This is an optimization exercise on Yosys and OpenROAD, whose aim is small area, a short achievable clock period and few clock cycles, not a production implementation. At most, simulation tests tie the RTL to the original design; equivalence was not proved. No functional check of the RTL was part of run 1. Power is estimated from default activity; no workload was simulated.

==> design.v <==
module cordic_core (
    input  wire         clk,
    input  wire         rst,
    input  wire         bus_write,
    input  wire         bus_read,
    input  wire [5:0]   addr,
    input  wire [31:0]  wdata,
    output reg  [31:0]  rdata,
    output reg          done
);
    wire d0 = ~wdata[31];
    wire d1 = d0 ? ($signed(wdata) >= 32'sd536870912) : ($signed(wdata) >= -32'sd536870912);
    wire [31:0] pm = ({d1, d0} == 2'd0) ? 32'd3441162979 : ({d1, d0} == 2'd1) ? 32'd219937507 : ({d1, d0} == 2'd2) ? 32'd4075029789 : 32'd853804317;
    wire [15:0] xm = ({d1, d0} == 2'd0) ? 16'h26d9 : ({d1, d0} == 2'd1) ? 16'h748b : ({d1, d0} == 2'd2) ? 16'h748b : 16'h26d9;
    wire [15:0] ym = ({d1, d0} == 2'd0) ? 16'h8b75 : ({d1, d0} == 2'd1) ? 16'h26d9 : ({d1, d0} == 2'd2) ? 16'hd927 : 16'h748b;
    wire [31:0] zm = wdata - pm;                 
    wire d2 = ~zm[31];
    wire [31:0] kp = ({d1, d0} == 2'd0) ? 32'd686345410 : ({d1, d0} == 2'd1) ? 32'd3907570882 : ({d1, d0} == 2'd2) ? 32'd52478600 : 32'd3273704072;
    wire [31:0] kn = ({d1, d0} == 2'd0) ? 32'd1021263224 : ({d1, d0} == 2'd1) ? 32'd4242488696 : ({d1, d0} == 2'd2) ? 32'd387396414 : 32'd3608621886;
    wire [31:0] zmp = wdata + kp, zmn = wdata + kn;
    wire d3 = d2 ? ~zmp[31] : ~zmn[31];
    reg [15:0] xr, yr;
    reg [31:0] zr;
    reg [6:0]  cnt;       
    reg        er1;       
    reg        busy;
    wire e0 = ~zr[31];
    wire e1 = er1;
    reg [31:0] zp;
    always @(*) begin
        zp = 32'd0;
        case ({e1, e0})
            2'd0: begin
                if (cnt[0]) zp = 32'd4042503633;
                if (cnt[1]) zp = 32'd4230945500;
                if (cnt[2]) zp = 32'd4278947213;
                if (cnt[3]) zp = 32'd4290962047;
                if (cnt[4]) zp = 32'd4293965980;
                if (cnt[5]) zp = 32'd4294716967;
                if (cnt[6]) zp = 32'd4294904715;
            end
            2'd1: begin
                if (cnt[0]) zp = 32'd82454151;
                if (cnt[1]) zp = 32'd21312866;
                if (cnt[2]) zp = 32'd5339593;
                if (cnt[3]) zp = 32'd1335077;
                if (cnt[4]) zp = 32'd333772;
                if (cnt[5]) zp = 32'd83443;
                if (cnt[6]) zp = 32'd20861;
            end
            2'd2: begin
                if (cnt[0]) zp = 32'd4212513145;
                if (cnt[1]) zp = 32'd4273654430;
                if (cnt[2]) zp = 32'd4289627703;
                if (cnt[3]) zp = 32'd4293632219;
                if (cnt[4]) zp = 32'd4294633524;
                if (cnt[5]) zp = 32'd4294883853;
                if (cnt[6]) zp = 32'd4294946435;
            end
            2'd3: begin
                if (cnt[0]) zp = 32'd252463663;
                if (cnt[1]) zp = 32'd64021796;
                if (cnt[2]) zp = 32'd16020083;
                if (cnt[3]) zp = 32'd4005249;
                if (cnt[4]) zp = 32'd1001316;
                if (cnt[5]) zp = 32'd250329;
                if (cnt[6]) zp = 32'd62581;
            end
        endcase
    end
    reg [31:0] zkp;
    always @(*) begin
        zkp = 32'd0;
        case ({e1, e0})
            2'd0: begin
                if (cnt[0]) zkp = 32'd209796332;
                if (cnt[1]) zkp = 32'd53341958;
                if (cnt[2]) zkp = 32'd13349920;
                if (cnt[3]) zkp = 32'd3337705;
                if (cnt[4]) zkp = 32'd834430;
                if (cnt[5]) zkp = 32'd208608;
                if (cnt[6]) zkp = 32'd62581;
            end
            2'd1: begin
                if (cnt[0]) zkp = 32'd4169845814;
                if (cnt[1]) zkp = 32'd4262974592;
                if (cnt[2]) zkp = 32'd4286957540;
                if (cnt[3]) zkp = 32'd4292964675;
                if (cnt[4]) zkp = 32'd4294466638;
                if (cnt[5]) zkp = 32'd4294842132;
                if (cnt[6]) zkp = 32'd4294946435;
            end
            2'd2: begin
                if (cnt[0]) zkp = 32'd39786820;
                if (cnt[1]) zkp = 32'd10633028;
                if (cnt[2]) zkp = 32'd2669430;
                if (cnt[3]) zkp = 32'd667533;
                if (cnt[4]) zkp = 32'd166886;
                if (cnt[5]) zkp = 32'd41722;
                if (cnt[6]) zkp = 32'd20861;
            end
            2'd3: begin
                if (cnt[0]) zkp = 32'd3999836302;
                if (cnt[1]) zkp = 32'd4220265662;
                if (cnt[2]) zkp = 32'd4276277050;
                if (cnt[3]) zkp = 32'd4290294503;
                if (cnt[4]) zkp = 32'd4293799094;
                if (cnt[5]) zkp = 32'd4294675246;
                if (cnt[6]) zkp = 32'd4294904715;
            end
        endcase
    end
    reg [31:0] zkn;
    always @(*) begin
        zkn = 32'd0;
        case ({e1, e0})
            2'd0: begin
                if (cnt[0]) zkn = 32'd295130994;
                if (cnt[1]) zkn = 32'd74701634;
                if (cnt[2]) zkn = 32'd18690246;
                if (cnt[3]) zkn = 32'd4672793;
                if (cnt[4]) zkn = 32'd1168202;
                if (cnt[5]) zkn = 32'd292050;
                if (cnt[6]) zkn = 32'd62581;
            end
            2'd1: begin
                if (cnt[0]) zkn = 32'd4255180476;
                if (cnt[1]) zkn = 32'd4284334268;
                if (cnt[2]) zkn = 32'd4292297866;
                if (cnt[3]) zkn = 32'd4294299763;
                if (cnt[4]) zkn = 32'd4294800410;
                if (cnt[5]) zkn = 32'd4294925574;
                if (cnt[6]) zkn = 32'd4294946435;
            end
            2'd2: begin
                if (cnt[0]) zkn = 32'd125121482;
                if (cnt[1]) zkn = 32'd31992704;
                if (cnt[2]) zkn = 32'd8009756;
                if (cnt[3]) zkn = 32'd2002621;
                if (cnt[4]) zkn = 32'd500658;
                if (cnt[5]) zkn = 32'd125164;
                if (cnt[6]) zkn = 32'd20861;
            end
            2'd3: begin
                if (cnt[0]) zkn = 32'd4085170964;
                if (cnt[1]) zkn = 32'd4241625338;
                if (cnt[2]) zkn = 32'd4281617376;
                if (cnt[3]) zkn = 32'd4291629591;
                if (cnt[4]) zkn = 32'd4294132866;
                if (cnt[5]) zkn = 32'd4294758688;
                if (cnt[6]) zkn = 32'd4294904715;
            end
        endcase
    end
    wire [31:0] zn = zr - zp;
    wire [31:0] zsp = zr + zkp, zsn = zr + zkn;
    wire en1 = ~zn[31] ? ~zsp[31] : ~zsn[31];
    reg [15:0] sx0;
    always @(*) begin
        sx0 = 16'd0;
        if (cnt[0]) sx0 = sx0 | ($unsigned($signed(xr) >>> 2));
        if (cnt[1]) sx0 = sx0 | ($unsigned($signed(xr) >>> 4));
        if (cnt[2]) sx0 = sx0 | ($unsigned($signed(xr) >>> 6));
        if (cnt[3]) sx0 = sx0 | ($unsigned($signed(xr) >>> 8));
        if (cnt[4]) sx0 = sx0 | ($unsigned($signed(xr) >>> 10));
        if (cnt[5]) sx0 = sx0 | ($unsigned($signed(xr) >>> 12));
        if (cnt[6]) sx0 = sx0 | ($unsigned($signed(xr) >>> 14));
    end
    reg [15:0] sy0;
    always @(*) begin
        sy0 = 16'd0;
        if (cnt[0]) sy0 = sy0 | ($unsigned($signed(yr) >>> 2));
        if (cnt[1]) sy0 = sy0 | ($unsigned($signed(yr) >>> 4));
        if (cnt[2]) sy0 = sy0 | ($unsigned($signed(yr) >>> 6));
        if (cnt[3]) sy0 = sy0 | ($unsigned($signed(yr) >>> 8));
        if (cnt[4]) sy0 = sy0 | ($unsigned($signed(yr) >>> 10));
        if (cnt[5]) sy0 = sy0 | ($unsigned($signed(yr) >>> 12));
        if (cnt[6]) sy0 = sy0 | ($unsigned($signed(yr) >>> 14));
    end
    reg [15:0] sx1;
    always @(*) begin
        sx1 = 16'd0;
        if (cnt[0]) sx1 = sx1 | ($unsigned($signed(xr) >>> 3));
        if (cnt[1]) sx1 = sx1 | ($unsigned($signed(xr) >>> 5));
        if (cnt[2]) sx1 = sx1 | ($unsigned($signed(xr) >>> 7));
        if (cnt[3]) sx1 = sx1 | ($unsigned($signed(xr) >>> 9));
        if (cnt[4]) sx1 = sx1 | ($unsigned($signed(xr) >>> 11));
        if (cnt[5]) sx1 = sx1 | ($unsigned($signed(xr) >>> 13));
        if (cnt[6]) sx1 = sx1 | ($unsigned($signed(xr) >>> 15));
    end
    reg [15:0] sy1;
    always @(*) begin
        sy1 = 16'd0;
        if (cnt[0]) sy1 = sy1 | ($unsigned($signed(yr) >>> 3));
        if (cnt[1]) sy1 = sy1 | ($unsigned($signed(yr) >>> 5));
        if (cnt[2]) sy1 = sy1 | ($unsigned($signed(yr) >>> 7));
        if (cnt[3]) sy1 = sy1 | ($unsigned($signed(yr) >>> 9));
        if (cnt[4]) sy1 = sy1 | ($unsigned($signed(yr) >>> 11));
        if (cnt[5]) sy1 = sy1 | ($unsigned($signed(yr) >>> 13));
        if (cnt[6]) sy1 = sy1 | ($unsigned($signed(yr) >>> 15));
    end
    reg [15:0] sx2;
    always @(*) begin
        sx2 = 16'd0;
        if (cnt[0]) sx2 = sx2 | ($unsigned($signed(xr) >>> 5));
        if (cnt[1]) sx2 = sx2 | ($unsigned($signed(xr) >>> 9));
        if (cnt[2]) sx2 = sx2 | ($unsigned($signed(xr) >>> 13));
        if (cnt[3]) sx2 = sx2 | ($unsigned($signed(xr) >>> 15));
        if (cnt[4]) sx2 = sx2 | ($unsigned($signed(xr) >>> 15));
        if (cnt[5]) sx2 = sx2 | ($unsigned($signed(xr) >>> 15));
        if (cnt[6]) sx2 = sx2 | ($unsigned($signed(xr) >>> 15));
    end
    reg [15:0] sy2;
    always @(*) begin
        sy2 = 16'd0;
        if (cnt[0]) sy2 = sy2 | ($unsigned($signed(yr) >>> 5));
        if (cnt[1]) sy2 = sy2 | ($unsigned($signed(yr) >>> 9));
        if (cnt[2]) sy2 = sy2 | ($unsigned($signed(yr) >>> 13));
        if (cnt[3]) sy2 = sy2 | ($unsigned($signed(yr) >>> 15));
        if (cnt[4]) sy2 = sy2 | ($unsigned($signed(yr) >>> 15));
        if (cnt[5]) sy2 = sy2 | ($unsigned($signed(yr) >>> 15));
        if (cnt[6]) sy2 = sy2 | ($unsigned($signed(yr) >>> 15));
    end
    reg [15:0] lm;
    always @(*) begin
        lm = 16'd0;
        if (cnt[0]) lm = lm | (16'h0007);
        if (cnt[1]) lm = lm | (16'h001f);
        if (cnt[2]) lm = lm | (16'h007f);
        if (cnt[3]) lm = lm | (16'h01ff);
        if (cnt[4]) lm = lm | (16'h07ff);
        if (cnt[5]) lm = lm | (16'h1fff);
        if (cnt[6]) lm = lm | (16'h7fff);
    end
    wire [15:0] m0 = {16{e0}}, m1 = {16{e1}};
    wire [15:0] vx = sy0 ^ m0;           
    wire [15:0] vy = sx0 ^ ~m0;          
    wire [16:0] lx = {1'b0, xr & lm} + {1'b0, vx & lm} + {16'b0, e0};
    wire [16:0] ly = {1'b0, yr & lm} + {1'b0, vy & lm} + {16'b0, ~e0};
    reg [0:0] cx;
    always @(*) begin
        cx = 1'd0;
        if (cnt[0]) cx = cx | (lx[3]);
        if (cnt[1]) cx = cx | (lx[5]);
        if (cnt[2]) cx = cx | (lx[7]);
        if (cnt[3]) cx = cx | (lx[9]);
        if (cnt[4]) cx = cx | (lx[11]);
        if (cnt[5]) cx = cx | (lx[13]);
        if (cnt[6]) cx = cx | (lx[15]);
    end
    reg [0:0] cy;
    always @(*) begin
        cy = 1'd0;
        if (cnt[0]) cy = cy | (ly[3]);
        if (cnt[1]) cy = cy | (ly[5]);
        if (cnt[2]) cy = cy | (ly[7]);
        if (cnt[3]) cy = cy | (ly[9]);
        if (cnt[4]) cy = cy | (ly[11]);
        if (cnt[5]) cy = cy | (ly[13]);
        if (cnt[6]) cy = cy | (ly[15]);
    end
    wire [15:0] ax = sy1 ^ m1, bx = sx2 ^ ~m0 ^ m1;
    wire [15:0] ay = sx1 ^ ~m1, by = sy2 ^ m0 ^ ~m1;
    wire [15:0] xs1 = xr ^ vx ^ ax;
    wire [15:0] xc1 = {(xr[14:0] & vx[14:0]) | (xr[14:0] & ax[14:0]) | (vx[14:0] & ax[14:0]), e0};
    wire [15:0] xs2 = xs1 ^ xc1 ^ bx;
    wire [15:0] xc2 = {(xs1[14:0] & xc1[14:0]) | (xs1[14:0] & bx[14:0]) | (xc1[14:0] & bx[14:0]), e1};
    wire xci = cy ^ e1;
    wire [16:0] xt = {xs2, xci} + {xc2, xci};
    wire [15:0] xn = xt[16:1];
    wire [15:0] ys1 = yr ^ vy ^ ay;
    wire [15:0] yc1 = {(yr[14:0] & vy[14:0]) | (yr[14:0] & ay[14:0]) | (vy[14:0] & ay[14:0]), ~e0};
    wire [15:0] ys2 = ys1 ^ yc1 ^ by;
    wire [15:0] yc2 = {(ys1[14:0] & yc1[14:0]) | (ys1[14:0] & by[14:0]) | (yc1[14:0] & by[14:0]), ~e1};
    wire yci = cx ^ ~e1;
    wire [16:0] yt = {ys2, yci} + {yc2, yci};
    wire [15:0] yn = yt[16:1];
    wire start = bus_write && (addr == 6'h04);
    always @(posedge clk) begin
        if (start) begin
            xr <= xm; yr <= ym; zr <= zm; er1 <= d3; cnt <= 7'd1;
        end else if (busy) begin
            xr <= xn; yr <= yn; zr <= zn; er1 <= en1; cnt <= {cnt[5:0], 1'b0};
        end
    end
    always @(posedge clk) begin
        if (rst) begin
            busy <= 1'b0; done <= 1'b0;
        end else if (start) begin
            busy <= 1'b1; done <= 1'b0;
        end else if (busy) begin
            if (cnt[6]) begin busy <= 1'b0; done <= 1'b1; end
        end else begin
            done <= done & bus_write;
        end
    end
    wire sel_xy = ~addr[5] & ~addr[4] & addr[3] & ~addr[1] & ~addr[0];
    wire sel_ct = ~addr[5] & ~addr[4] & ~addr[3] & ~addr[2] & ~addr[1] & ~addr[0];
    wire [15:0] rv = addr[2] ? yr : xr;
    always @(*) begin
        rdata = {{16{sel_xy & rv[15]}}, {16{sel_xy}} & rv};
        rdata[0] = (sel_xy & rv[0]) | (sel_ct & done);
    end
endmodule
==> run.sh <==
#!/bin/bash
# synth_recipe.tcl (not shown) runs the flow's synth.tcl, then flattens the netlist and writes it again
# the make line also repeats each setting of config.mk as NAME=value (left out here)
make -C /OpenROAD-flow-scripts/flow DESIGN_CONFIG=/design/flow/config.mk WORK_HOME=/design/flow/orfs CLKGATE_MAP_FILE= SYNTH_SCRIPT=/design/flow/synth_recipe.tcl finish
==> config.mk <==
export PLATFORM = sky130hd
export DESIGN_NAME = cordic_core
export DESIGN_NICKNAME = cordic_core
export VERILOG_FILES = /design/flow/design.v
export SDC_FILE = /design/flow/constraint.sdc
export NUM_CORES = 4
export LEC_CHECK = 0
export ABC_AREA = 1
export CAP_MARGIN = 20
export CORE_MARGIN = 2
export CORE_UTILIZATION = 40
export SETUP_SLACK_MARGIN = 5.0
export SLEW_MARGIN = 20
==> constraint.sdc <==
create_clock -name core_clock -period 10.0 [get_ports {clk}]
set_input_delay 2.0000 -clock core_clock [delete_from_list [all_inputs] [get_ports {clk}]]
set_output_delay 2.0000 -clock core_clock [all_outputs]
set_load 0.01 [all_outputs]
==> results.txt, run 1 <==
- Cell mode on critical path: nand2_1
- Drt first-iter violations: roughly 1.6k
- FF+latch count, synth: 74
- Final HPWL DP: 55750 um
- Asr flop ratio synth: 0%
- Worst hold start: done
- Hold Crit Class: reg2reg
- Cell Int Power: 1252 uW
- Worst Hold Depth: 2
- Setup TNS: 0 ns
- Chip height: approximately 210 um
- Flop pwr share: around 15%
- Routed len/inst: approximately 23 um
- Initial antenna violation count: 0
- Hold endpoint: done
- Cts hold-fix bufs: 0
- Reg-to-reg critical path startpoint: er1
- GRT Total Usage: 34.14%
- Critical path's top delay family: simple AND/OR/NAND/NOR gates
- Switch share: 53.09%
- Setup CP Type: in2reg
- Ys flop type: edfxtp_1
- Gate Count Post-Synth: between 2k and 3k
- Slowest Stage Delay on Critical Path: about 0.34 ns
- Drt pass-1 iters: 6
- Mapped Area: between 15000 and 20000 sq um
- Pin count of the biggest net entering global routing: 51
- IO Port Bufs: 73
- Max-Cap Viols: 0
- Clock Skew: approximately 0.013 ns
- WP buf/inv: 6
- Clock-pin transition on the worst setup and hold timing paths: about 0.070 ns
- Root Driver: clkbuf_16
- Max_slew headroom: ~40%
- Worst path required time: about 10 ns
- Register area: approximately 2100 sq um
- Cell count of the worst reg-to-reg path: 28
- Status: timing/DRC/antenna clean
- Synth Net Count: between 2k and 3k
- Via-per-instance ratio: ~5.8
- P per Cell Area: 129.2 nW/um^2
- Num Clock Sinks: 74
- Nets: between 3k and 4k
- Antenna Cells: 0
- Leak: between 0.009 and 0.01 uW
- Commonest non-fill, non-tap cell in the layout: nand2_1
- Core Rows: 74
- Worst-skew pair later-pin latency: just over 0.4 ns
- Most frequent cells in the layout: 507 x nand2_1, 346 x inv_1, 283 x nor2_1
- Final Hold Vio Count: 0
- DRC viols: 0
- Slew Limit Fails: 0
- Yosys warns: 1
- Vias: between 15k and 20k
- Max Root-Sink Buffers: 2
- GP Congestion: around 1
- Worst-path maximum fanout: 4
- Share of cells above drive strength 1: between 10% and 20%
- Setup WS post-layout: around 4.6 ns
- RSZ-0062 raised after global routing: true
- Global route overflow: 0
- Seq/Total Area, Yosys: 12.76%
- RR Endpoint: zr[26]
- H-tree depth: 3
- Peak VDD IR: 0.08443 mV
- Wire length after detailed routing: approximately 75000 um
- Net switching power: ~1400 uW
- First-pass GRT wire length: approximately 110000 um
- Mean Syn Cell Area: 6.396 sq um
- Final setup fails: 0
- Die area: 43420 sq um
- CP Capture Type: flip-flop
- Antenna Nets Post-Route: 0
- CTS buffer count: 9
- Fmax: 186.5 MHz
- Worst Max-Slew Pin Slew: between 0.9 and 1 ns
- Starting Density: approximately 41%
- Fin crit period: around 5.4 ns
- Fin crit share: between 50% and 60%
- Fillers: 4140
- Multi-input logic area: 13890 sq um
- WP data arrival: 5.52 ns
- Reg2Reg Setup Slack: 5.01 ns
- Worst setup SP type: primary input
- Worst path slowest cell: fa_2
- Clock network fraction of total power: between 10% and 20%
- TritonCTS clock tree: yes
- Core Util, Final: between 50 and 60%
- Core Box Area: 41020 sq um
- Die width: 208.4 um
- I/O Pins: 75
- Logic gate share of total power: between 70 and 80%
- Pre-CTS WS: around 3 ns
- Post-synth EDFFs: 65
- Synth-to-layout area growth: 23.69%
- Vias in the first global route: 18.80k
- Yosys cell types: 60
## worst max-delay path by stage
stage	from	endpoint	slack, ns	depth (start not counted)
global route	wdata[5]	zr[26]	4.49	29
finish	wdata[18]	zr[26]	4.64	31
floorplan	wdata[31]	zr[26]	4.85	27
global placement	wdata[1]	er1	3.12	29
detailed placement	wdata[31]	zr[29]	3.06	24
CTS	wdata[1]	zr[26]	4.74	29
## layout make-up
cell class / count / area share [%]
clock buffer: 9 / 1.090
sequential: 74 / 10.35
tap: 532 / 3.221
inverter: 379 / 7.175
multi-input combinational: 2065 / 67.24
clock inverter: 7 / 0.3996
timing repair inverter: 2 / 0.07266
timing repair buffer: 228 / 10.45
## worst reg2reg max path, delay by kind of cell (launching register included)
kind | cells | cell delay [ns]
AOI/OAI and AO/OA | 6 | 1.08
adders and majority gates | 1 | 0.38
buffers and inverters | 7 | 1.26
DFF | 1 | 0.34
and+or+nand+nor | 14 | 1.66
## cell usage after synthesis, types with 17 or more instances
master    instances  area, sq um
a211oi_1         20        150.1
a21oi_1         248         1241
a31oi_1          17        106.4
clkbuf_1         55        206.5
edfxtp_1         65         1952
fa_1             62         1241
ha_1            195         2440
inv_1           364         1366
nand2_1         531         1993
nand3_1         110        550.5
nand4_1          31        193.9
nor2_1          306         1149
nor3_1           24        120.1
nor4_1           22        137.6
o21ai_0         188        940.9
o22ai_1          28        175.2
xnor2_1          18        157.7
xor2_1           94        823.3
## cell families (layout without fill, tap and decap cells)
family	Yosys count	after routing	share of synthesized area [%]
adder cells (fa/ha/maj)	257	257	22.03
AND/OR/NAND/NOR	1069	1072	26.68
buffers and inverters	476	625	11.18
AO/OA/AOI/OAI	623	623	21.41
flip-flops	74	74	12.76
XOR/XNOR	112	112	5.872
multiplexers	1	1	0.06740
## power groups by stage
stage / combinational [uW] / clock (uW) / sequential, uW
final: 1890 / 372 / 412
after global placement: 1650 / 0 / 414
after floorplan: 1210 / 0 / 401
after CTS: 1780 / 377 / 410
after global routing: 2090 / 386 / 413
after detailed placement: 1670 / 0 / 414
## state kept, by name (all words and copies together) (netlist names)
register  count
busy          1
cnt           7
done          1
er1           1
xr           16
yr           16
zr           32
## layer usage
metal  global-route usage [%]  wire [um]  part of all wire [%]  up-vias
met3                    3.442       4138                   5.5      273
li1                         -          -                     -     9077
met5                        0          0                     0        -
met1                    38.96      28820                    38     9030
met4                    22.67       5624                   7.5        0
met2                    60.55      36640                    49      798
## per-stage QoR
step	power [uW]	hold slack (ns)	cells	area [sq um]
2_1_floorplan	1613	0.5220	2612	16970
3_3_place_gp	2067	0.5082	3145	18080
3_5_place_dp	2080	0.5245	3145	18090
4_1_cts	2565	0.5352	3250	19940
5_1_grt	2890	0.5834	3296	20660
6_report	2670	0.5232	3296	20660
## what timing repair did
| action | in CTS | in global routing |
|---|---|---|
| pin swaps | 58 | 70 |
| buffers inserted | 80 | 44 |
| setup endpoints to repair | 93 | 83 |
| cloned | 9 | 2 |
| resized for setup | 455 | 119 |
==> inputs of run 2 (changes only) <==
--- a/design.v
+++ b/design.v
@@ -9,7 +9,7 @@
     output reg          done
 );
     wire d0 = ~wdata[31];
-    wire d1 = d0 ? ($signed(wdata) >= 32'sd536870912) : ($signed(wdata) >= -32'sd536870912);
+    wire d1 = d0 ? (wdata[30] | wdata[29]) : (wdata[30] & wdata[29]);
     wire [31:0] pm = ({d1, d0} == 2'd0) ? 32'd3441162979 : ({d1, d0} == 2'd1) ? 32'd219937507 : ({d1, d0} == 2'd2) ? 32'd4075029789 : 32'd853804317;
     wire [15:0] xm = ({d1, d0} == 2'd0) ? 16'h26d9 : ({d1, d0} == 2'd1) ? 16'h748b : ({d1, d0} == 2'd2) ? 16'h748b : 16'h26d9;
     wire [15:0] ym = ({d1, d0} == 2'd0) ? 16'h8b75 : ({d1, d0} == 2'd1) ? 16'h26d9 : ({d1, d0} == 2'd2) ? 16'hd927 : 16'h748b;
@@ -158,68 +158,68 @@
     reg [15:0] sx0;
     always @(*) begin
         sx0 = 16'd0;
-        if (cnt[0]) sx0 = sx0 | ($unsigned($signed(xr) >>> 2));
-        if (cnt[1]) sx0 = sx0 | ($unsigned($signed(xr) >>> 4));
-        if (cnt[2]) sx0 = sx0 | ($unsigned($signed(xr) >>> 6));
-        if (cnt[3]) sx0 = sx0 | ($unsigned($signed(xr) >>> 8));
-        if (cnt[4]) sx0 = sx0 | ($unsigned($signed(xr) >>> 10));
-        if (cnt[5]) sx0 = sx0 | ($unsigned($signed(xr) >>> 12));
-        if (cnt[6]) sx0 = sx0 | ($unsigned($signed(xr) >>> 14));
+        if (cnt[0]) sx0 = sx0 | ({{2{xr[15]}}, xr[15:2]});
+        if (cnt[1]) sx0 = sx0 | ({{4{xr[15]}}, xr[15:4]});
+        if (cnt[2]) sx0 = sx0 | ({{6{xr[15]}}, xr[15:6]});
+        if (cnt[3]) sx0 = sx0 | ({{8{xr[15]}}, xr[15:8]});
+        if (cnt[4]) sx0 = sx0 | ({{10{xr[15]}}, xr[15:10]});
+        if (cnt[5]) sx0 = sx0 | ({{12{xr[15]}}, xr[15:12]});
+        if (cnt[6]) sx0 = sx0 | ({{14{xr[15]}}, xr[15:14]});
     end
     reg [15:0] sy0;
     always @(*) begin
         sy0 = 16'd0;
-        if (cnt[0]) sy0 = sy0 | ($unsigned($signed(yr) >>> 2));
-        if (cnt[1]) sy0 = sy0 | ($unsigned($signed(yr) >>> 4));
-        if (cnt[2]) sy0 = sy0 | ($unsigned($signed(yr) >>> 6));
-        if (cnt[3]) sy0 = sy0 | ($unsigned($signed(yr) >>> 8));
-        if (cnt[4]) sy0 = sy0 | ($unsigned($signed(yr) >>> 10));
-        if (cnt[5]) sy0 = sy0 | ($unsigned($signed(yr) >>> 12));
-        if (cnt[6]) sy0 = sy0 | ($unsigned($signed(yr) >>> 14));
+        if (cnt[0]) sy0 = sy0 | ({{2{yr[15]}}, yr[15:2]});
+        if (cnt[1]) sy0 = sy0 | ({{4{yr[15]}}, yr[15:4]});
+        if (cnt[2]) sy0 = sy0 | ({{6{yr[15]}}, yr[15:6]});
+        if (cnt[3]) sy0 = sy0 | ({{8{yr[15]}}, yr[15:8]});
+        if (cnt[4]) sy0 = sy0 | ({{10{yr[15]}}, yr[15:10]});
+        if (cnt[5]) sy0 = sy0 | ({{12{yr[15]}}, yr[15:12]});
+        if (cnt[6]) sy0 = sy0 | ({{14{yr[15]}}, yr[15:14]});
     end
     reg [15:0] sx1;
     always @(*) begin
         sx1 = 16'd0;
-        if (cnt[0]) sx1 = sx1 | ($unsigned($signed(xr) >>> 3));
-        if (cnt[1]) sx1 = sx1 | ($unsigned($signed(xr) >>> 5));
-        if (cnt[2]) sx1 = sx1 | ($unsigned($signed(xr) >>> 7));
-        if (cnt[3]) sx1 = sx1 | ($unsigned($signed(xr) >>> 9));
-        if (cnt[4]) sx1 = sx1 | ($unsigned($signed(xr) >>> 11));
-        if (cnt[5]) sx1 = sx1 | ($unsigned($signed(xr) >>> 13));
-        if (cnt[6]) sx1 = sx1 | ($unsigned($signed(xr) >>> 15));
+        if (cnt[0]) sx1 = sx1 | ({{3{xr[15]}}, xr[15:3]});
+        if (cnt[1]) sx1 = sx1 | ({{5{xr[15]}}, xr[15:5]});
+        if (cnt[2]) sx1 = sx1 | ({{7{xr[15]}}, xr[15:7]});
+        if (cnt[3]) sx1 = sx1 | ({{9{xr[15]}}, xr[15:9]});
+        if (cnt[4]) sx1 = sx1 | ({{11{xr[15]}}, xr[15:11]});
+        if (cnt[5]) sx1 = sx1 | ({{13{xr[15]}}, xr[15:13]});
+        if (cnt[6]) sx1 = sx1 | ({{15{xr[15]}}, xr[15:15]});
     end
     reg [15:0] sy1;
     always @(*) begin
         sy1 = 16'd0;
-        if (cnt[0]) sy1 = sy1 | ($unsigned($signed(yr) >>> 3));
-        if (cnt[1]) sy1 = sy1 | ($unsigned($signed(yr) >>> 5));
-        if (cnt[2]) sy1 = sy1 | ($unsigned($signed(yr) >>> 7));
-        if (cnt[3]) sy1 = sy1 | ($unsigned($signed(yr) >>> 9));
-        if (cnt[4]) sy1 = sy1 | ($unsigned($signed(yr) >>> 11));
-        if (cnt[5]) sy1 = sy1 | ($unsigned($signed(yr) >>> 13));
-        if (cnt[6]) sy1 = sy1 | ($unsigned($signed(yr) >>> 15));
+        if (cnt[0]) sy1 = sy1 | ({{3{yr[15]}}, yr[15:3]});
+        if (cnt[1]) sy1 = sy1 | ({{5{yr[15]}}, yr[15:5]});
+        if (cnt[2]) sy1 = sy1 | ({{7{yr[15]}}, yr[15:7]});
+        if (cnt[3]) sy1 = sy1 | ({{9{yr[15]}}, yr[15:9]});
+        if (cnt[4]) sy1 = sy1 | ({{11{yr[15]}}, yr[15:11]});
+        if (cnt[5]) sy1 = sy1 | ({{13{yr[15]}}, yr[15:13]});
+        if (cnt[6]) sy1 = sy1 | ({{15{yr[15]}}, yr[15:15]});
     end
     reg [15:0] sx2;
     always @(*) begin
         sx2 = 16'd0;
-        if (cnt[0]) sx2 = sx2 | ($unsigned($signed(xr) >>> 5));
-        if (cnt[1]) sx2 = sx2 | ($unsigned($signed(xr) >>> 9));
-        if (cnt[2]) sx2 = sx2 | ($unsigned($signed(xr) >>> 13));
-        if (cnt[3]) sx2 = sx2 | ($unsigned($signed(xr) >>> 15));
-        if (cnt[4]) sx2 = sx2 | ($unsigned($signed(xr) >>> 15));
-        if (cnt[5]) sx2 = sx2 | ($unsigned($signed(xr) >>> 15));
-        if (cnt[6]) sx2 = sx2 | ($unsigned($signed(xr) >>> 15));
+        if (cnt[0]) sx2 = sx2 | ({{5{xr[15]}}, xr[15:5]});
+        if (cnt[1]) sx2 = sx2 | ({{9{xr[15]}}, xr[15:9]});
+        if (cnt[2]) sx2 = sx2 | ({{13{xr[15]}}, xr[15:13]});
+        if (cnt[3]) sx2 = sx2 | ({{15{xr[15]}}, xr[15:15]});
+        if (cnt[4]) sx2 = sx2 | ({{15{xr[15]}}, xr[15:15]});
+        if (cnt[5]) sx2 = sx2 | ({{15{xr[15]}}, xr[15:15]});
+        if (cnt[6]) sx2 = sx2 | ({{15{xr[15]}}, xr[15:15]});
     end
     reg [15:0] sy2;
     always @(*) begin
         sy2 = 16'd0;
-        if (cnt[0]) sy2 = sy2 | ($unsigned($signed(yr) >>> 5));
-        if (cnt[1]) sy2 = sy2 | ($unsigned($signed(yr) >>> 9));
-        if (cnt[2]) sy2 = sy2 | ($unsigned($signed(yr) >>> 13));
-        if (cnt[3]) sy2 = sy2 | ($unsigned($signed(yr) >>> 15));
-        if (cnt[4]) sy2 = sy2 | ($unsigned($signed(yr) >>> 15));
-        if (cnt[5]) sy2 = sy2 | ($unsigned($signed(yr) >>> 15));
-        if (cnt[6]) sy2 = sy2 | ($unsigned($signed(yr) >>> 15));
+        if (cnt[0]) sy2 = sy2 | ({{5{yr[15]}}, yr[15:5]});
+        if (cnt[1]) sy2 = sy2 | ({{9{yr[15]}}, yr[15:9]});
+        if (cnt[2]) sy2 = sy2 | ({{13{yr[15]}}, yr[15:13]});
+        if (cnt[3]) sy2 = sy2 | ({{15{yr[15]}}, yr[15:15]});
+        if (cnt[4]) sy2 = sy2 | ({{15{yr[15]}}, yr[15:15]});
+        if (cnt[5]) sy2 = sy2 | ({{15{yr[15]}}, yr[15:15]});
+        if (cnt[6]) sy2 = sy2 | ({{15{yr[15]}}, yr[15:15]});
     end
     reg [15:0] lm;
     always @(*) begin
==> run 2 against run 1 <==
Net effect:
- worst setup slack improved by 0.20 ns
- still clean
- critical endpoint is now rdata[24]
- critical path type is now in2out
- via count is 0.43% lower
- wire length down 2.6%
- first-iteration DRC count shrank 3.6%
==> results.txt, run 2 <==
- Fin crit period: 5.158 ns (was 5.362 ns)
- RSZ-0062 raised after global routing: true (unchanged)
- RR Endpoint: zr[26] (unchanged)
- Cell mode on critical path: buf_6 (was nand2_1)
- Logic gate share of total power: 70.1% (was 70.6%)
- Vias: 19.10k (was 19.18k)
- WP buf/inv: 5 (was 6)
- Clock network fraction of total power: 14.5% (was 13.9%)
- Antenna Nets Post-Route: 0 (unchanged)
- Max reg flops: 32 (unchanged)
- Vias in the first global route: 18.43k (was 18.80k)
- Net switching power: 1420 uW (was 1418 uW)
- Crit. Startpoint: addr[3] (was wdata[18])
- Worst hold margin: 0.5269 ns (was 0.5232 ns)
- Fmax: 193.9 MHz (was 186.5 MHz)
- Largest regs: zr: 32 flops, xr: 16 flops, yr: 16 flops (unchanged)
- Critical path's top delay family: buffers and inverters (was simple AND/OR/NAND/NOR gates)
- WP data arrival: 3.16 ns (was 5.52 ns)
- Worst hold start: done (unchanged)
- Yosys warns: 1 (unchanged)
- GRT Total Usage: 32.97% (was 34.14%)
- Die area: 43450 sq um (was 43420 sq um)
- Pre-CTS WS: 2.690 ns (was 3.062 ns)
- Nets: 3020 (was 3058)
- Antenna Cells: 0 (unchanged)
- Max_slew headroom: 35.41% (was 39.53%)
- Mapped Area: 16720 sq um (was 16710 sq um)
- Hold Crit Class: reg2reg (unchanged)
- Synth Net Count: 2912 (was 2911)
- Flop pwr share: 15.4% (about the same)
- Final setup fails: 0 (unchanged)
- Core Rows: 74 (unchanged)
- Switch share: 53.19% (was 53.09%)
- Synth-to-layout area growth: 20.10% (was 23.69%)
- Worst-path cell chain: buf_2 > nand3_4 > buf_6 > a211oi_4 > buf_6 > clkbuf_16 > buf_6
- Top reg by flops: zr (unchanged)
- Setup TNS: 0 ns (unchanged)
- Share of cells above drive strength 1: 13.64% (was 17.04%)
- Starting Density: 40.76% (was 40.73%)
- Max Root-Sink Buffers: 2 (unchanged)
- Root Driver: clkbuf_16 (unchanged)
- Worst-path maximum fanout: 4 (unchanged)
- Leak: 0.009319 uW (was 0.009524 uW)
- Reg2Reg Setup Slack: 5.04 ns (was 5.01 ns)
- Routed len/inst: 22.48 um (was 22.82 um)
- CTS buffer count: 9 (unchanged)
- Worst path slowest cell: buf_2 (was fa_2)
- Via-per-instance ratio: 5.858 (was 5.819)
- Final Hold Vio Count: 0 (unchanged)
- Yosys top cell area share: 14.45% (was 14.60%)
- Worst Max-Slew Pin Slew: 0.9653 ns (was 0.9037 ns)
- Hold endpoint: done (unchanged)
- Cell count of the worst reg-to-reg path: 22 (was 28)
- Drt pass-1 iters: 8 (was 6)
- Seq/Total Area, Yosys: 12.75% (was 12.76%)
- I/O Pins: 75 (unchanged)
- Commonest non-fill, non-tap cell in the layout: nand2_1 (unchanged)
- First-pass GRT wire length: 108600 um (was 112600 um)
- Worst path required time: 8.00 ns (was 10.15 ns)
- Setup WS post-layout: 4.842 ns (was 4.638 ns)
- Fin crit share: 51.58% (was 53.62%)
- Ys flop type: edfxtp_1 (unchanged)
- Global route overflow: 0 (unchanged)
- P per Cell Area: 133.0 nW/um^2 (was 129.2 nW/um^2)
- Wire length after detailed routing: 73270 um (was 75220 um)
- Post-synth top cells: 506 x nand2_1, 375 x inv_1, 301 x nor2_1 (was 531 x nand2_1, 364 x inv_1, 306 x nor2_1)
- Clock-pin transition on the worst setup and hold timing paths: 0.07 ns (about the same)
- Worst setup SP type: primary input (unchanged)
- Asr flop ratio synth: 0% (unchanged)
- Leading area contributor after synthesis: ha_1 (unchanged)
- Num Clock Sinks: 74 (unchanged)
- Worst-skew pair later-pin latency: 0.40 ns (was 0.41 ns)
- Post-synth EDFFs: 65 (unchanged)
- Die width: 208.4 um (about the same)
- Mean Syn Cell Area: 6.393 sq um (was 6.396 sq um)
- Core Box Area: 41020 sq um (unchanged)
- GP Congestion: 1.015 (was 1.002)
- CP Capture Type: output pin (was flip-flop)
- Clock Skew: 0.01196 ns (was 0.01274 ns)
- Drt first-iter violations: 1574 (was 1632)
- Total chip power: 2670 uW (about the same)
- Reg-to-reg critical path startpoint: cnt[3] (was er1)
- FF+latch count, synth: 74 (unchanged)
- Final HPWL DP: 54920 um (was 55750 um)
- Cell Int Power: 1250 uW (was 1252 uW)
- Status: timing/DRC/antenna clean (unchanged)
- Post-DP Area: 18010 sq um (was 18090 sq um)
- Slowest Stage Delay on Critical Path: 0.21 ns (was 0.34 ns)
- Finished Cell Area: 20080 sq um (was 20660 sq um)
- Slew Limit Fails: 0 (unchanged)
- Pin count of the biggest net entering global routing: 51 (unchanged)
- Max-Cap Viols: 0 (unchanged)
- Most common cell in the netlist: nand2_1 (unchanged)
- Initial antenna violation count: 0 (unchanged)
- H-tree depth: 3 (unchanged)
- Peak VDD IR: 0.07926 mV (was 0.08443 mV)
- Most frequent cells in the layout: 487 x nand2_1, 362 x inv_1, 280 x nor2_1 (was 507 x nand2_1, 346 x inv_1, 283 x nor2_1)
- TritonCTS clock tree: yes (unchanged)
- Yosys cell types: 59 (was 60)
- Cts hold-fix bufs: 0 (unchanged)
- Setup CP Type: in2out (was in2reg)
- DRC viols: 0 (unchanged)
- Chip height: 208.4 um (about the same)
- Top post-synthesis cells by area: ha_1 14%, edfxtp_1 12%, nand2_1 11%, inv_1 8.4%, a21oi_1 7.8% (was ha_1 15%, nand2_1 12%, edfxtp_1 12%, inv_1 8.2%, a21oi_1 7.4%)
- Worst Hold Depth: 2 (unchanged)
- Gate Count Post-Synth: 2615 (was 2612)
- IO Port Bufs: 73 (unchanged)
-- run 2: cell count changes in the layout (fill, tap and decap cells not counted), sizes merged, moves of 6 or more --
cell	change
a21o	+6
a21oi	+13
buf	-60
clkdlybuf4s50	+29
inv	+11
nand2	-21
nor4	-7
o21ai	+27
o22ai	-7
xnor2	-8
-- run 2: routing by layer --
metal  up-vias  wire length (um)  global-route usage, %
li1       8996                 -                      -
met1      8954             27960                  37.81
met2       887             35320                  57.64
met3       259              4541                  4.106
met4         0              5455                  21.86
met5         -                 0                      0
-- run 2: layout make-up --
class                      instances  area, sq um
inverter                         390         1520
clock buffer                       9        225.2
timing repair inverter             2        15.01
clock inverter                     7        98.84
timing repair buffer             186         1874
sequential                        74         2138
tap                              532        665.6
multi-input combinational       2060        13540
fill                            4148        20940
-- run 2: how the worst max path moves through the flow --
stage	to	slack, ns	cells after the start
after global routing	zr[17]	4.81	26
after CTS	rdata[31]	4.89	8
after global placement	zr[29]	2.73	22
final	rdata[24]	4.84	7
after floorplan	er1	4.65	25
after detailed placement	er1	2.69	26
-- run 2: cells by family after synthesis --
| kind of cell | after synthesis | share of synthesized area [%] |
|---|---|---|
| compound gates | 666 | 22.76 |
| xor+xnor | 103 | 5.396 |
| fa+ha+maj | 255 | 21.87 |
| buf+inv | 483 | 11.29 |
| flops | 74 | 12.75 |
| simple gates | 1034 | 25.93 |
-- run 2: power groups by stage --
stage	clock network [uW]	logic [uW]	registers (uW)
detailed placement	0	1690	413
finish	387	1870	410
floorplan	0	1220	401
global placement	0	1680	413
CTS	395	1740	406
global route	400	2080	410
-- run 2: worst min-delay path, cell delays in order (launching register included) --
cell and delay, ns:
dfxtp_1 0.32, inv_1 0.07, a2111oi_0 0.08
-- run 2: repair_timing --
item                                    in CTS  in global routing
cloned                                       6                  3
pin swaps                                   25                 45
buffers inserted                            42                 38
endpoints found under the setup margin      96                 72
gates resized for setup                    278                143
-- run 2: stage by stage --
stage / cells / util (%)
global route: 3260 / 48.95
floorplan: 2615 / -
CTS: 3219 / 46.64
global placement: 3155 / 43.90
finish: 3260 / 48.95
detailed placement: 3155 / 43.90
Testbench counts of run 2, summed over its fixed seeds: cycles 64,000.
==> inputs of run 3 (changes only) <==
--- a/config.mk
+++ b/config.mk
@@ -8,6 +8,6 @@
 export ABC_AREA = 1
 export CAP_MARGIN = 20
 export CORE_MARGIN = 2
-export CORE_UTILIZATION = 40
+export CORE_UTILIZATION = 50
 export SETUP_SLACK_MARGIN = 5.0
 export SLEW_MARGIN = 20
==> run 3 against run 2 <==
Net effect:
- final area down 1.1%
- synthesized area unchanged
- worst setup slack gained 0.097 ns
- critical path type unchanged
- still clean
==> results.txt, run 3 <==
- Status: timing/DRC/antenna clean (unchanged)
- Synth-to-layout area growth: 18.82% (was 20.10%)
- Number of cells on the critical path: 7 (unchanged)
- Antenna Nets Post-Route: 0 (unchanged)
- Ys flop type: edfxtp_1 (unchanged)
- Worst-path maximum fanout: 6 (was 4)
- Post-synth EDFFs: 65 (unchanged)
- H-tree depth: 3 (unchanged)
- Via-per-instance ratio: 6.163 (was 5.858)
- Num Clock Sinks: 74 (unchanged)
- Fmax: 197.6 MHz (was 193.9 MHz)
- Starting Density: 51.12% (was 40.76%)
- Asr flop ratio synth: 0% (unchanged)
- Worst Max-Slew Pin Slew: 0.8553 ns (was 0.9653 ns)
- Worst-path cell chain: buf_6 > nor2_4 > buf_6 > buf_12 > nand3_4 > a211oi_4 > buf_2 (was buf_2 > nand3_4 > buf_6 > a211oi_4 > buf_6 > clkbuf_16 > buf_6)
- TritonCTS clock tree: yes (unchanged)
- Setup CP Type: in2out (unchanged)
- Worst-skew pair later-pin latency: 0.37 ns (was 0.40 ns)
- Leading area contributor after synthesis: ha_1 (unchanged)
- Initial antenna violation count: 0 (unchanged)
- GRT Total Usage: 40.07% (was 32.97%)
- Gate Count Post-Synth: 2615 (unchanged)
- RSZ-0062 raised after global routing: true (unchanged)
- Nets: 3010 (was 3020)
- Final setup fails: 0 (unchanged)
- Slew Limit Fails: 0 (unchanged)
- Max_slew headroom: 42.78% (was 35.41%)
- Worst setup SP type: primary input (unchanged)
- Vias: 19.48k (was 19.10k)
- Die width: 186.9 um (was 208.4 um)
- Yosys top cell area share: 14.45% (unchanged)
- Synth Net Count: 2912 (unchanged)
- Hold Crit Class: reg2reg (unchanged)
- Wire length after detailed routing: 72260 um (was 73270 um)
- Global route overflow: 0 (unchanged)
- First-pass GRT wire length: 108100 um (was 108600 um)
- Worst path required time: 8.00 ns (about the same)
- DRC viols: 0 (unchanged)
- Clock-pin transition on the worst setup and hold timing paths: 0.08 ns (was 0.07 ns)
- Yosys warns: 1 (unchanged)
- FF+latch count, synth: 74 (unchanged)
- Seq/Total Area, Yosys: 12.75% (unchanged)
- Chip height: 186.9 um (was 208.4 um)
- I/O Pins: 75 (unchanged)
- Max-Cap Viols: 0 (unchanged)
- Share of cells above drive strength 1: 13.72% (was 13.64%)
- Worst path slowest cell: a211oi_4 (was buf_2)
- WP buf/inv: 4 (was 5)
- Peak VDD IR: 0.1030 mV (was 0.07926 mV)
- Cell mode on critical path: buf_6 (unchanged)
- Post-synth top cells: 506 x nand2_1, 375 x inv_1, 301 x nor2_1 (unchanged)
- Cell count of the worst reg-to-reg path: 26 (was 22)
- Fin crit share: 50.60% (was 51.58%)
- P per Cell Area: 137.6 nW/um^2 (was 133.0 nW/um^2)
- Max reg flops: 32 (unchanged)
- Core Box Area: 32700 sq um (was 41020 sq um)
- Most common cell in the netlist: nand2_1 (unchanged)
- CP Capture Type: output pin (unchanged)
- Antenna Cells: 0 (unchanged)
- Vias in the first global route: 18.96k (was 18.43k)
- GP Congestion: 1.045 (was 1.015)
- Mapped Area: 16720 sq um (unchanged)
- Total chip power: 2734 uW (was 2670 uW)
- Fin crit period: 5.060 ns (was 5.158 ns)
- Setup TNS: 0 ns (unchanged)
- Top post-synthesis cells by area: ha_1 14%, edfxtp_1 12%, nand2_1 11%, inv_1 8.4%, a21oi_1 7.8% (unchanged)
- Worst Hold Depth: 2 (unchanged)
- Clock Skew: 0.01319 ns (was 0.01196 ns)
- Max Root-Sink Buffers: 2 (unchanged)
- Pin count of the biggest net entering global routing: 51 (unchanged)
- Slowest Stage Delay on Critical Path: 0.25 ns (was 0.21 ns)
- Die area: 34910 sq um (was 43450 sq um)
- Mean Syn Cell Area: 6.393 sq um (unchanged)
- Drt first-iter violations: 2071 (was 1574)
- Cts hold-fix bufs: 0 (unchanged)
- Core Rows: 66 (was 74)
- Routed len/inst: 22.87 um (was 22.48 um)
- CTS buffer count: 9 (unchanged)
- Top reg by flops: zr (unchanged)
- Drt pass-1 iters: 8 (unchanged)
- Leak: 0.009262 uW (was 0.009319 uW)
- Largest regs: zr: 32 flops, xr: 16 flops, yr: 16 flops (unchanged)
- Final HPWL DP: 52820 um (was 54920 um)
- Yosys cell types: 59 (unchanged)
- Final Hold Vio Count: 0 (unchanged)
- Root Driver: clkbuf_16 (unchanged)
- IO Port Bufs: 73 (unchanged)
- WP data arrival: 3.06 ns (was 3.16 ns)
- Commonest non-fill, non-tap cell in the layout: nand2_1 (unchanged)
- Critical path's top delay family: buffers and inverters (unchanged)
- Most frequent cells in the layout: 486 x nand2_1, 360 x inv_1, 276 x nor2_1 (was 487 x nand2_1, 362 x inv_1, 280 x nor2_1)
-- run 3: changes by cell type in the layout (fill, tap and decap cells not counted), sizes merged --
| cell | change |
|---|---|
| bufinv | +1 |
| clkinv | -1 |
| nor2 | -1 |
| inv | -2 |
| clkinvlp | +2 |
| dlygate4sd2 | +1 |
| buf | -10 |
-- run 3: final timing paths --
kind         slack, ns    start         to
max               4.94  addr[5]  rdata[13]
min               0.54     done       done
max reg2reg       5.12   cnt[5]     zr[26]
min reg2reg       0.54     done       done
-- run 3: worst register-to-register path: cells and delay by family (launching register included) --
family	cells	cell delay (ns)
compound gates	7	1.43
simple gates	14	1.41
fa+ha+maj	1	0.28
flops	1	0.35
buf+inv	4	1.15
-- run 3: cell families after synthesis --
logic type | count (synthesis) | synth area share, %
adders and majority gates | 255 | 21.87
xor gates and xnor gates | 103 | 5.396
DFF | 74 | 12.75
and+or+nand+nor | 1034 | 25.93
AOI/OAI and AO/OA | 666 | 22.76
buffers and inverters | 483 | 11.29
-- run 3: power breakdown --
part / internal (uW) / switching, uW / leakage [uW]
sequential: 387 / 23.5 / 0.000659
clock: 246 / 159 / 0.000171
combinational: 658 / 1260 / 0.00843
-- run 3: what timing repair did --
action / in CTS / in global routing
resized for setup: 281 / 145
gates cloned: 5 / 3
pin swaps: 39 / 49
setup buffers: 40 / 35
setup endpoints to repair: 96 / 79
-- run 3: area by class of cell --
class | instances | area (sq um)
multi-input cells | 2059 | 13560
fillers | 3147 | 12840
flip-flops and latches | 74 | 2138
repair buffers | 177 | 1710
inverters | 390 | 1543
well taps | 442 | 553.0
clock buffers | 9 | 225.2
clock inverters | 7 | 121.4
repair inverters | 2 | 12.51
-- run 3: metal layers --
| layer | global-route usage, % | wire (um) | part of all wire (%) |
|---|---|---|---|
| met1 | 45.10 | 26250 | 36 |
| met2 | 69.19 | 33550 | 46 |
| met3 | 7.242 | 6296 | 8.7 |
| met4 | 27.11 | 6157 | 8.5 |
| met5 | 0 | 0 | 0 |
-- run 3: metrics by stage --
| step | util (%) | hold slack [ns] | setup slack (ns) | instance area, sq um | cells |
|---|---|---|---|---|---|
| floorplan | - | 0.5220 | 4.651 | 16840 | 2615 |
| CTS | 58.14 | 0.5350 | 4.921 | 19010 | 3122 |
| global placement | 54.63 | 0.5118 | 3.112 | 17860 | 3061 |
| finish | 60.74 | 0.5410 | 4.940 | 19860 | 3160 |
| global route | 60.74 | 0.5944 | 4.830 | 19860 | 3160 |
| detailed placement | 54.63 | 0.5247 | 2.995 | 17860 | 3061 |
==> inputs of run 4 (changes only) <==
--- a/config.mk
+++ b/config.mk
@@ -11,3 +11,4 @@
 export CORE_UTILIZATION = 50
 export SETUP_SLACK_MARGIN = 5.0
 export SLEW_MARGIN = 20
+export TNS_END_PERCENT = 10
==> run 4 against run 3 <==
Net effect:
- sequential power barely moved
- combinational power is 4% lower
- worst setup slack worse by 0.075 ns
- synthesized area unchanged
- clock power is 2% higher
- wire length is 1.7% lower
- power fell by 2.3%
- register-to-register slack worse by 0.06 ns
- clock-buffer cell count unchanged
- worst hold slack gained 0.023 ns
- fmax decreased by 1.5%
- die area unchanged
==> results.txt, run 4 <==
- Max reg flops: 32 (unchanged)
- Reg-to-reg critical path startpoint: cnt[4] (was cnt[5])
- Core Util, Final: 59.98% (was 60.74%)
- Most frequent cells in the layout: 487 x nand2_1, 364 x inv_1, 283 x nor2_1 (was 486 x nand2_1, 360 x inv_1, 276 x nor2_1)
- CTS buffer count: 9 (unchanged)
- Worst Max-Slew Pin Slew: 0.9007 ns (was 0.8553 ns)
- Worst-skew pair later-pin latency: 0.38 ns (was 0.37 ns)
- WP data arrival: 3.14 ns (was 3.06 ns)
- Worst-path maximum fanout: 4 (was 6)
- Worst path slowest cell: clkdlybuf4s15_2 (was a211oi_4)
- IO Port Bufs: 73 (unchanged)
- Fin crit period: 5.135 ns (was 5.060 ns)
- Worst-path cell chain: buf_6 > nor2_4 > buf_4 > buf_12 > nand3_4 > o21ai_1 > clkdlybuf4s15_2 (was buf_6 > nor2_4 > buf_6 > buf_12 > nand3_4 > a211oi_4 > buf_2)
- Chip height: 186.9 um (unchanged)
- Hold Crit Class: reg2reg (unchanged)
- Seq/Total Area, Yosys: 12.75% (unchanged)
- Max Root-Sink Buffers: 2 (unchanged)
- Post-synth top cells: 506 x nand2_1, 375 x inv_1, 301 x nor2_1 (unchanged)
- Top post-synthesis cells by area: ha_1 14%, edfxtp_1 12%, nand2_1 11%, inv_1 8.4%, a21oi_1 7.8% (unchanged)
- Yosys cell types: 59 (unchanged)
- Commonest non-fill, non-tap cell in the layout: nand2_1 (unchanged)
- Crit. Startpoint: addr[0] (was addr[5])
- Leak: 0.009217 uW (was 0.009262 uW)
- Leading area contributor after synthesis: ha_1 (unchanged)
- Most common cell in the netlist: nand2_1 (unchanged)
- Fin crit share: 51.35% (was 50.60%)
- Post-synth EDFFs: 65 (unchanged)
- Max-Cap Viols: 0 (unchanged)
- Pin count of the biggest net entering global routing: 51 (unchanged)
- Clock-pin transition on the worst setup and hold timing paths: 0.07 ns (was 0.08 ns)
- Fillers: 3128 (was 3147)
- Slew Limit Fails: 0 (unchanged)
- Top reg by flops: zr (unchanged)
- Nets: 3009 (was 3010)
- CP Capture Type: output pin (unchanged)
- Yosys top cell area share: 14.45% (unchanged)
- Final HPWL DP: 52660 um (was 52820 um)
- DRC viols: 0 (unchanged)
- Mapped Area: 16720 sq um (unchanged)
- GRT Total Usage: 39.72% (was 40.07%)
- GP Congestion: 1.024 (was 1.045)
- Cts hold-fix bufs: 0 (unchanged)
- Slowest Stage Delay on Critical Path: 0.27 ns (was 0.25 ns)
- Setup TNS: 0 ns (unchanged)
- Die area: 34910 sq um (unchanged)
- Num Clock Sinks: 74 (unchanged)
- Worst path required time: 8.00 ns (about the same)
- Core Box Area: 32700 sq um (unchanged)
- Worst hold start: done (unchanged)
- FF+latch count, synth: 74 (unchanged)
- Peak VDD IR: 0.1046 mV (was 0.1030 mV)
- P per Cell Area: 136.2 nW/um^2 (was 137.6 nW/um^2)
- Cell count of the worst reg-to-reg path: 20 (was 26)
- Fmax: 194.7 MHz (was 197.6 MHz)
- Vias: 19.44k (was 19.48k)
- Final Hold Vio Count: 0 (unchanged)
- Starting Density: 51.12% (unchanged)
- Die width: 186.9 um (unchanged)
- Ys flop type: edfxtp_1 (unchanged)
- Drt pass-1 iters: 6 (was 8)
- Initial antenna violation count: 1 (was 0)
- Status: timing/DRC/antenna clean (unchanged)
- Via-per-instance ratio: 6.152 (was 6.163)
- Vias in the first global route: 18.51k (was 18.96k)
- TritonCTS clock tree: yes (unchanged)
- Synth-to-layout area growth: 17.33% (was 18.82%)
- Clock Skew: 0.01009 ns (was 0.01319 ns)
- Drt first-iter violations: 1961 (was 2071)
- Yosys warns: 1 (unchanged)
- Mean Syn Cell Area: 6.393 sq um (unchanged)
- Root Driver: clkbuf_16 (unchanged)
- Routed len/inst: 22.48 um (was 22.87 um)
- Largest regs: zr: 32 flops, xr: 16 flops, yr: 16 flops (unchanged)
- Worst Hold Depth: 2 (unchanged)
- RSZ-0062 raised after global routing: true (unchanged)
- Synth Net Count: 2912 (unchanged)
- Share of cells above drive strength 1: 11.89% (was 13.72%)
- I/O Pins: 75 (unchanged)
- Max_slew headroom: 39.32% (was 42.78%)
- Final setup fails: 0 (unchanged)
- Core Rows: 66 (unchanged)
- Reg2Reg Setup Slack: 5.06 ns (was 5.12 ns)
- First-pass GRT wire length: 107300 um (was 108100 um)
- Antenna Nets Post-Route: 0 (unchanged)
- Worst setup SP type: primary input (unchanged)
- Gate Count Post-Synth: 2615 (unchanged)
- Wire length after detailed routing: 71020 um (was 72260 um)
- Asr flop ratio synth: 0% (unchanged)
- Setup CP Type: in2out (unchanged)
- Antenna Cells: 0 (unchanged)
- Global route overflow: 0 (unchanged)
- H-tree depth: 3 (unchanged)
-- run 4: kinds of logic (layout without fill, tap and decap cells) --
| kind of cell | Yosys count | count (layout) | synth area share [%] |
|---|---|---|---|
| compound gates | 666 | 666 | 22.76 |
| xor+xnor | 103 | 103 | 5.396 |
| fa+ha+maj | 255 | 255 | 21.87 |
| buf+inv | 483 | 584 | 11.29 |
| flops | 74 | 74 | 12.75 |
| simple gates | 1034 | 1035 | 25.93 |
-- run 4: area by class of cell --
class                           instances  area (sq um)  area share, %
Multi-Input combinational cell       2059         13330          67.98
Sequential cell                        74          2137          10.90
Timing Repair Buffer                  177          1695          8.644
Inverter                              390          1540          7.853
Tap cell                              442         553.0          2.820
Clock buffer                            9         225.2          1.148
Clock inverter                          7         121.4         0.6188
Timing Repair inverter                  1         7.507        0.03828
-- run 4: through the flow --
| stage | hold slack, ns | area, sq um | power [uW] | worst slack, ns | std cells |
|---|---|---|---|---|---|
| after floorplan | 0.5220 | 16740 | 1618 | 4.618 | 2615 |
| after global placement | 0.5109 | 17790 | 2049 | 3.129 | 3061 |
| after detailed placement | 0.5398 | 17790 | 2079 | 2.946 | 3061 |
| after CTS | 0.5506 | 19010 | 2560 | 4.942 | 3129 |
| after global routing | 0.5872 | 19610 | 2868 | 4.774 | 3159 |
| final | 0.5636 | 19610 | 2671 | 4.865 | 3159 |
-- run 4: what timing repair did --
| action | CTS | global route |
|---|---|---|
| resized for setup | 276 | 89 |
| pin swaps | 25 | 32 |
| buffers inserted | 47 | 30 |
| cloned | 5 | 0 |
| endpoints found under the setup margin | 94 | 85 |
-- run 4: path summary, 6_finish.rpt --
path,end
setup reg to reg,xr[14]
setup / recovery,rdata[0]
hold reg to reg,done
hold / removal,done
-- run 4: critical path, delay by kind of cell --
kind,cells,cell delay (ns)
AOI/OAI and AO/OA,1,0.25
buffers and inverters,4,0.61
and+or+nand+nor,2,0.28
-- run 4: report_power, final --
part,internal [uW],switching (uW)
sequential,386,20.7
clock,247,167
combinational,629,1220
-- run 4: metal layers --
layer	routed length, um	up-vias	track usage (%)
met5	13	-	0
met1	26340	9025	46.52
met4	5640	2	25.61
met2	33510	1089	68.39
met3	5515	339	5.310
li1	-	8980	-
==> inputs of run 5 (changes only) <==
--- a/config.mk
+++ b/config.mk
@@ -8,7 +8,7 @@
 export ABC_AREA = 1
 export CAP_MARGIN = 20
 export CORE_MARGIN = 2
-export CORE_UTILIZATION = 50
+export CORE_UTILIZATION = 40
 export SETUP_SLACK_MARGIN = 5.0
 export SLEW_MARGIN = 20
 export TNS_END_PERCENT = 10
==> run 5 against run 4 <==
Net effect:
- still clean
- critical path depth decreased by 1
- combinational power about the same
- sequential share of layout area increased by 0.098 points
- critical endpoint is now rdata[7]
==> results.txt, run 5 <==
- Drt first-iter violations: 1664 (was 1961)
- Final Hold Vio Count: 0 (unchanged)
- Compound-Gate Fraction of Synth Area: 22.76% (unchanged)
- Reg2Reg Setup Slack: 5.07 ns (was 5.06 ns)
- Post-synth EDFFs: 65 (unchanged)
- XOR/XNOR Fraction of Synth Area: 5.396% (unchanged)
- Worst-path maximum fanout: 7 (was 4)
- Cell Int Power: 1178 uW (was 1262 uW)
- IO Port Bufs: 73 (unchanged)
- Max_slew headroom: 39.22% (was 39.32%)
- Clock-pin transition on the worst setup and hold timing paths: 0.08 ns (was 0.07 ns)
- FF+latch count, synth: 74 (unchanged)
- CTS buffer count: 9 (unchanged)
- Yosys top cell area share: 14.45% (unchanged)
- Flop pwr share: 15.9% (was 15.2%)
- Worst-skew pair later-pin latency: 0.41 ns (was 0.38 ns)
- Antenna Cells: 0 (unchanged)
- Net switching power: 1417 uW (was 1409 uW)
- Final setup fails: 0 (unchanged)
- Worst Max-Slew Pin Slew: 0.9084 ns (was 0.9007 ns)
- Worst Hold Depth: 2 (unchanged)
- Hold Crit Class: reg2reg (unchanged)
- Status: timing/DRC/antenna clean (unchanged)
- Most frequent cells in the layout: 493 x nand2_1, 364 x inv_1, 277 x nor2_1 (was 487 x nand2_1, 364 x inv_1, 283 x nor2_1)
- Top post-synthesis cells by area: ha_1 14%, edfxtp_1 12%, nand2_1 11%, inv_1 8.4%, a21oi_1 7.8% (unchanged)
- Synth Net Count: 2912 (unchanged)
- Via-per-instance ratio: 5.833 (was 6.152)
- Mux contribution to synthesized area: 0% (unchanged)
- Switch share: 54.60% (was 52.77%)
- Synth-to-layout area growth: 16.42% (was 17.33%)
- Core Rows: 74 (was 66)
- Vias in the first global route: 18.35k (was 18.51k)
- Die width: 208.4 um (was 186.9 um)
- Worst setup SP type: primary input (unchanged)
- Worst path slowest cell: bufbuf_16 (was clkdlybuf4s15_2)
- Fin crit period: 5.183 ns (was 5.135 ns)
- Mapped Area: 16720 sq um (unchanged)
- Setup CP Type: in2out (unchanged)
- Max Root-Sink Buffers: 2 (unchanged)
- Fmax: 192.9 MHz (was 194.7 MHz)
- WP data arrival: 3.18 ns (was 3.14 ns)
- I/O Pins: 75 (unchanged)
- Top reg by flops: zr (unchanged)
- Routed len/inst: 22.52 um (was 22.48 um)
- Worst-path cell chain: buf_6 > nor2_4 > nand3_4 > bufbuf_16 > a211oi_2 > clkdlybuf4s15_1 (was buf_6 > nor2_4 > buf_4 > buf_12 > nand3_4 > o21ai_1 > clkdlybuf4s15_2)
- Cell count of the worst reg-to-reg path: 19 (was 20)
- Post-synthesis adder-cell area fraction: 21.87% (unchanged)
- Leading area contributor after synthesis: ha_1 (unchanged)
- Yosys cell types: 59 (unchanged)
- Largest regs: zr: 32 flops, xr: 16 flops, yr: 16 flops (unchanged)
- First-pass GRT wire length: 108900 um (was 107300 um)
- Largest family of logic cells by synthesized area: simple AND/OR/NAND/NOR gates (unchanged)
- Asr flop ratio synth: 0% (unchanged)
- Mean Syn Cell Area: 6.393 sq um (unchanged)
- Clock Skew: 0.01607 ns (was 0.01009 ns)
- Max-Cap Viols: 0 (unchanged)
- Commonest non-fill, non-tap cell in the layout: nand2_1 (unchanged)
- Pin count of the biggest net entering global routing: 51 (unchanged)
- Slew Limit Fails: 0 (unchanged)
- DRC viols: 0 (unchanged)
- Seq/Total Area, Yosys: 12.75% (unchanged)
- Most common cell in the netlist: nand2_1 (unchanged)
- Antenna Nets Post-Route: 0 (unchanged)
- Root Driver: clkbuf_16 (unchanged)
- P per Cell Area: 133.4 nW/um^2 (was 136.2 nW/um^2)
- Peak VDD IR: 0.09234 mV (was 0.1046 mV)
- Setup WS post-layout: 4.817 ns (was 4.865 ns)
- Final HPWL DP: 55090 um (was 52660 um)
- Clock network fraction of total power: 13.6% (was 15.5%)
- Fillers: 4330 (was 3128)
- Max reg flops: 32 (unchanged)
- Setup TNS: 0 ns (unchanged)
- Total chip power: 2596 uW (was 2671 uW)
- Cts hold-fix bufs: 0 (unchanged)
- Yosys warns: 1 (unchanged)
- RSZ-0062 raised after global routing: true (unchanged)
- Drt pass-1 iters: 8 (was 6)
- GP Congestion: 0.9959 (was 1.024)
- Initial antenna violation count: 0 (was 1)
- Pre-CTS WS: 3.237 ns (was 2.946 ns)
- Gate Count Post-Synth: 2615 (unchanged)
- TritonCTS clock tree: yes (unchanged)
- Final std cells w/o fill: 3233 (was 3159)
- Nets: 2993 (was 3009)
- Placed insts: 3155 (was 3061)
- CP Capture Type: output pin (unchanged)
- Worst path required time: 8.00 ns (about the same)
- Share of cells above drive strength 1: 10.96% (was 11.89%)
- Die area: 43450 sq um (was 34910 sq um)
- H-tree depth: 3 (unchanged)
- Logic gate share of total power: 70.5% (was 69.3%)
- Num Clock Sinks: 74 (unchanged)
- Chip height: 208.4 um (was 186.9 um)
- GRT Total Usage: 33.02% (was 39.72%)
- Post-synth top cells: 506 x nand2_1, 375 x inv_1, 301 x nor2_1 (unchanged)
- Leak: 0.009120 uW (was 0.009217 uW)
- Global route overflow: 0 (unchanged)
- Core Box Area: 41020 sq um (was 32700 sq um)
- Wire length after detailed routing: 72790 um (was 71020 um)
- Ys flop type: edfxtp_1 (unchanged)
- Starting Density: 40.76% (was 51.12%)
- Vias: 18.86k (was 19.44k)
- Fin crit share: 51.83% (was 51.35%)
- Post-synthesis simple-gate area fraction: 25.93% (unchanged)
- Slowest Stage Delay on Critical Path: 0.30 ns (was 0.27 ns)
## run 5: final timing paths
| kind | from | endpoint |
|---|---|---|
| hold / removal | done | done |
| setup reg to reg | cnt[6] | xr[13] |
| setup / recovery | addr[0] | rdata[7] |
| hold reg to reg | done | done |
## run 5: cells by family (layout without fill, tap and decap cells)
family	Yosys count	after routing
buffers and inverters	483	568
AO/OA/AOI/OAI	666	666
AND/OR/NAND/NOR	1034	1035
adder cells (fa/ha/maj)	255	255
flip-flops	74	74
XOR/XNOR	103	103
## run 5: worst max-delay path, delay by kind of cell
kind                   cells  cell delay (ns)
AO/OA/AOI/OAI              1             0.23
AND/OR/NAND/NOR            2             0.25
buffers and inverters      3             0.69
## run 5: power groups by stage
stage,registers (uW),logic (uW),clock network (uW)
finish,413,1830,353
global route,414,2030,371
CTS,411,1740,358
detailed placement,417,1690,0
global placement,417,1680,0
floorplan,401,1220,0
## run 5: cell type report
cell class | instances | area [sq um] | area share, %
multi-input combinational | 2059 | 13230 | 67.99
sequential | 74 | 2140 | 10.99
timing repair buffer | 161 | 1625 | 8.351
inverter | 390 | 1506 | 7.740
tap | 532 | 665.6 | 3.420
clock buffer | 9 | 225.2 | 1.157
clock inverter | 7 | 62.56 | 0.3214
timing repair inverter | 1 | 5.005 | 0.02572
## run 5: timing repair
action,4_1_cts,5_1_grt
endpoints found under the setup margin,92,84
buffers inserted,26,27
resized for setup,215,88
pin swaps,17,30
cloned,5,4
## run 5: per-stage QoR
stage	utilization (%)	area, sq um	hold slack (ns)
final	47.45	19460	0.5263
after global routing	47.45	19460	0.5578
after CTS	46.10	18910	0.5285
after detailed placement	43.71	17930	0.5118
after global placement	43.71	17930	0.5113
after floorplan	-	16740	0.5220
## run 5: metal layers
metal  GRT usage (%)  vias to the layer above  wire [um]
li1                -                     8960          -
met5               0                        -          0
met4           20.54                        0       5464
met2           57.23                      861      35050
met3           5.087                      267       4621
met1           38.18                     8769      27660

==> static timing again, ports no longer ideal <==
How much do the figures lean on ideal ports? The routed layouts below were timed once more, with nothing changed but the port constraints.
Step 1 assumes that a clkbuf_16 drives the clock port and a buf_2 every other input.
Step 2 moves the port delays by t, midway between the first and last clock arrival at a register: inputs arrive t later, outputs are due t later. That takes back most of the time a late clock gives input paths.
Three values: no drivers, after step 1, after step 2; two values: the first two.
| run | shift t [ns] | setup WS [ns] | worst slew at a driven data input, ns | pins driven straight from the clock port |
|---|---|---|---|---|
| run 1 | 0.451 | 4.638 / 4.650 / 4.199 | 0.06 | 1 |
| run 2 | 0.448 | 4.842 / 4.812 / 4.549 | 0.07 | 1 |
| run 3 | 0.424 | 4.940 / 4.903 / 4.617 | 0.06 | 1 |
| run 4 | 0.429 | 4.865 / 4.832 / 4.522 | 0.08 | 1 |
| run 5 | 0.455 | 4.817 / 4.784 / 4.784 | 0.05 | 1 |
After both steps setup and hold are still met in every run listed. For run 1, which loses most, drivers alone change the setup slack by +0.012 ns; drivers and shift together by -0.439 ns.
